From an optimization exercise on the open Yosys and OpenROAD flow, aimed at small area; shortcuts taken in it are not production practice. The RTL was checked by simulation tests, not by an equivalence proof against the original design. Power is estimated from default activity; no workload was simulated.

## run 1
## IntMem
module IntMem (
            scan_en,
            aclk,
            areset_n,
            mem_type,
            remap,
            axi_awid,
            axi_awaddr,
            axi_awlen,
            axi_awsize,
            axi_awburst,
            axi_awlock,
            axi_awcache,
            axi_awprot,
            axi_awvalid,
            axi_awready,
            axi_wdata,
            axi_wstrb,
            axi_wlast,
            axi_wvalid,
            axi_wready,
            axi_bid,
            axi_bresp,
            axi_bvalid,
            axi_bready,
           axi_arid,      
           axi_araddr,       
           axi_arlen,     
           axi_arsize,    
           axi_arburst,   
           axi_arlock,    
           axi_arcache,   
           axi_arprot,    
           axi_arvalid,   
           axi_arready,
           axi_rid,
           axi_rdata,
           axi_rresp,
           axi_rlast,
           axi_rvalid,
           axi_rready,
  ...
Settings: LEC_CHECK=0, CAP_MARGIN=20, CORE_AREA=10 10 530 530, DIE_AREA=0 0 540 540, GPL_ROUTABILITY_DRIVEN=0, SLEW_MARGIN=20; clock period 11.0 ns.
standard.sh (not shown) runs the stock make flow with config.mk's settings and CLKGATE_MAP_FILE= SYNTH_SCRIPT=/design/flow/synth_recipe.tcl, a recipe that flattens the netlist after the stock synthesis.
==> flow/flow/run.sh <==
#!/bin/bash
set -euo pipefail
export BUFFER_PORTS_ARGS="-buffer_cell sky130_fd_sc_hd__buf_1"
export CTS_ARGS="-sink_clustering_enable -repair_clock_nets -dont_use_dummy_load -sink_clustering_size 15 -sink_clustering_max_diameter 70 -buf_list {sky130_fd_sc_hd__clkbuf_8}"
bash standard.sh finish > standard_flow.log 2>&1
Modified inputs, run 2 compared to run 1
--- a/flow/config.mk
+++ b/flow/config.mk
@@ -11 +10,0 @@
-export GPL_ROUTABILITY_DRIVEN = 0
==> comparison <==
- Core utilization of the finished layout delta (run 2 -> run 1): insignificant
- Diff run 2..run 1 | multiplexer fraction of the synthesized cell area | unchanged
- Diff run 1..run 2 | final area | unchanged
- Compared run 2 against run 1; setup slack within noise.
[inputs] run 3 vs run 2
--- a/flow/config.mk
+++ b/flow/config.mk
@@ -8 +8 @@
-export CAP_MARGIN = 20
+export CAP_MARGIN = 5
@@ -11 +11 @@
-export SLEW_MARGIN = 20
+export SLEW_MARGIN = 5
==> comparison <==
- Run 3 -> run 2: post-route fraction of the period consumed by the critical path flat
- From run 2 to run 3, number of placement rows did not move at all.
- On half-perimeter wire length after detailed placement, run 3 and run 2 are basically level.
- On number of enable-type register cells in the synthesized netlist, run 3 and run 2 are basically level.
- The final area on run 2 is in line with that on run 3.
> inputs changed (run 3 -> run 4)
--- a/flow/config.mk
+++ b/flow/config.mk
@@ -8 +8,2 @@
-export CAP_MARGIN = 5
+export ABC_AREA = 1
+export CAP_MARGIN = 20
@@ -11 +12 @@
-export SLEW_MARGIN = 5
+export SLEW_MARGIN = 20
==> notes.md <==
- In the tables for run 3 and run 4, number of instances in the synthesized netlist reads higher with run 4.
- Run 4 vs. run 3: cell area after placement went up by about 4%.
- Run 3 → run 4: adder-cell share of the synthesized area did not really move; final period utilization lower.
- | post-synthesis cell area | run 4 vs run 3 | worse |
- Run 4 was carried through to the last stage, and its layout satisfied the timing, DRC and antenna checks.
- Looking at share of total power in combinational logic, run 4 sits 3.2 points above run 3.
- Detailed-router iteration count before antenna repair, run 3 and run 4: lower on run 3
- Summary of the comparison: utilization after layout is higher in run 4, relative to run 3.
- Status: power dissipated in sequential cells parity (run 4, run 3)
- Against run 3 as the reference, run 4 delivers a higher worst setup slack.
Modified inputs, run 5 compared to run 4
==> flow/flow/run.sh <==
#!/bin/bash
set -euo pipefail
export BUFFER_PORTS_ARGS="-buffer_cell sky130_fd_sc_hd__buf_1"
export CTS_ARGS="-sink_clustering_enable -repair_clock_nets -dont_use_dummy_load -sink_clustering_size 30 -sink_clustering_max_diameter 70 -buf_list {sky130_fd_sc_hd__clkbuf_16}"
bash standard.sh finish > standard_flow.log 2>&1
--- a/flow/config.mk
+++ b/flow/config.mk
@@ -8 +7,0 @@
-export ABC_AREA = 1
### Flow results
The lower flip-flop and latch share of the layout cell area of run 4 and run 5 is in run 4.
| final worst hold slack | run 4 vs run 5 | ≈ equal |
For the share of total power in the clock network, run 5 came in 2.2 points higher than run 4 did.
Going from run 4 to run 5, detailed-route vias per instance shrank by a little under 10%.


Setup of 03-18:
Another version of the RTL of IntMem (not shown whole).
Size: about 1700 cells after synthesis, about 290 flip-flops, roughly 0.017 mm2 of cells after synthesis.
// IntMem
module IntMem (
            scan_en,
            aclk,
            areset_n,
            mem_type,
            remap,
            axi_awid,
            axi_awaddr,
            axi_awlen,
            axi_awsize,
            axi_awburst,
            axi_awlock,
            axi_awcache,
            axi_awprot,
            axi_awvalid,
            axi_awready,
            axi_wdata,
            axi_wstrb,
            axi_wlast,
            axi_wvalid,
            axi_wready,
            axi_bid,
            axi_bresp,
            axi_bvalid,
            axi_bready,
           axi_arid,      
           axi_araddr,       
           axi_arlen,     
           axi_arsize,    
           axi_arburst,   
           axi_arlock,    
           axi_arcache,   
           axi_arprot,    
           axi_arvalid,   
           axi_arready,
           axi_rid,
           axi_rdata,
           axi_rresp,
           axi_rlast,
           axi_rvalid,
           axi_rready,
           mem0_cs_n,
           mem0_wr_n,
           mem0_rd_n,
           mem0_wr_byte_en,
           mem0_addr,
           mem0_wr_addr,
           mem0_din,
           mem0_dout,
           mem1_cs_n,
           mem1_wr_n,
           mem1_rd_n,
           mem1_wr_byte_en,
           mem1_addr,
           mem1_wr_addr,
           mem1_din,
           mem1_dout,
           mem2_cs_n,
           mem2_wr_n,
           mem2_rd_n,
           mem2_wr_byte_en,
           mem2_addr,
           mem2_wr_addr,
           mem2_din,
           mem2_dout 
);
export LEC_CHECK = 0
export CAP_MARGIN = 20
export CORE_AREA = 10 10 530 530
export DIE_AREA = 0 0 540 540
export SLEW_MARGIN = 20
create_clock -name core_clock -period 11.0 [get_ports {aclk}]
==> flow/flow/run.sh <==
#!/bin/bash
set -euo pipefail
export BUFFER_PORTS_ARGS="-buffer_cell sky130_fd_sc_hd__buf_1"
export CTS_ARGS="-sink_clustering_enable -repair_clock_nets -dont_use_dummy_load -sink_clustering_size 15 -sink_clustering_max_diameter 70 -buf_list {sky130_fd_sc_hd__clkbuf_8}"
bash standard.sh finish > standard_flow.log 2>&1
Input-level comparison between 07-11 and 03-18:
==> flow/flow/run.sh <==
#!/bin/bash
set -euo pipefail
export BUFFER_PORTS_ARGS="-buffer_cell sky130_fd_sc_hd__buf_1"
export CTS_ARGS="-sink_clustering_enable -repair_clock_nets -dont_use_dummy_load -sink_clustering_size 12 -sink_clustering_max_diameter 60 -buf_list {sky130_fd_sc_hd__clkbuf_8}"
bash standard.sh finish > standard_flow.log 2>&1
Findings:
- 07-11 ended with every stage complete and zero timing, DRC or antenna violations.
- Compared 07-11 vs 03-18, and number of global-route vias before repair is up in 07-11.
- In terms of sequential share of layout area, 03-18 and 07-11 differ only marginally.
- Global-route usage: 07-11 vs 03-18, no meaningful difference
- Routed wire length of 07-11 is on par with 03-18.
- Cmp 03-18 and 07-11 / total power / higher: 07-11
- Looking only at final critical-path required period, and setting everything else aside, the lower value of 03-18 and 07-11 goes to 03-18.
- Looking at 03-18 and 07-11, the total vias in the final route is a wash.
- Maximum frequency went down slightly going from 03-18 to 07-11.
- Changes observed in 07-11 relative to 03-18: total stage count of the critical path down 1, clock skew up 17 ps.

port drivers added, routing unchanged:
In the flow no input, the clock included, has a driving cell. The finished layouts below were timed again as built, in two steps.
Step 1: set_driving_cell puts a clkbuf_16 on aclk and a buf_2 on each other input, an assumption about the parent block.
Step 2 times the ports against the registers' clock, not the clock port: input delays grow and output delays shrink by t, the midpoint of the rising clock arrivals with the driver on.
Three values: no drivers, after step 1, after step 2; two values: the first two.
run | t (ns) | slack for setup (ns) | hold WS [ns] | worst register clock-pin slew, ns
run 1 | 0.731 | 0.641 / 0.609 / 0.609 | 0.468 / 0.468 / 0.468 | 0.11 / 0.11
run 2 | 0.731 | 0.641 / 0.609 / 0.609 | 0.468 / 0.468 / 0.468 | 0.11 / 0.11
run 3 | 0.728 | 0.657 / 0.625 / 0.625 | 0.468 / 0.468 / 0.468 | 0.12 / 0.12
run 4 | 0.760 | 0.765 / 0.714 / 0.714 | 0.466 / 0.466 / 0.466 | 0.10 / 0.10
run 5 | 0.640 | 0.656 / 0.623 / 0.623 | 0.464 / 0.464 / 0.464 | 0.11 / 0.11
03-18 | 0.795 | 0.661 / 0.602 / 0.602 | 0.471 / 0.471 / 0.471 | 0.10 / 0.10
07-11 | 0.811 | 0.626 / 0.571 / 0.571 | 0.468 / 0.468 / 0.468 | 0.09 / 0.09
After both steps setup and hold are still met in every run listed. The setup slack of 03-18, which loses most, moves by -0.059 ns with the drivers and by -0.059 ns with both steps.
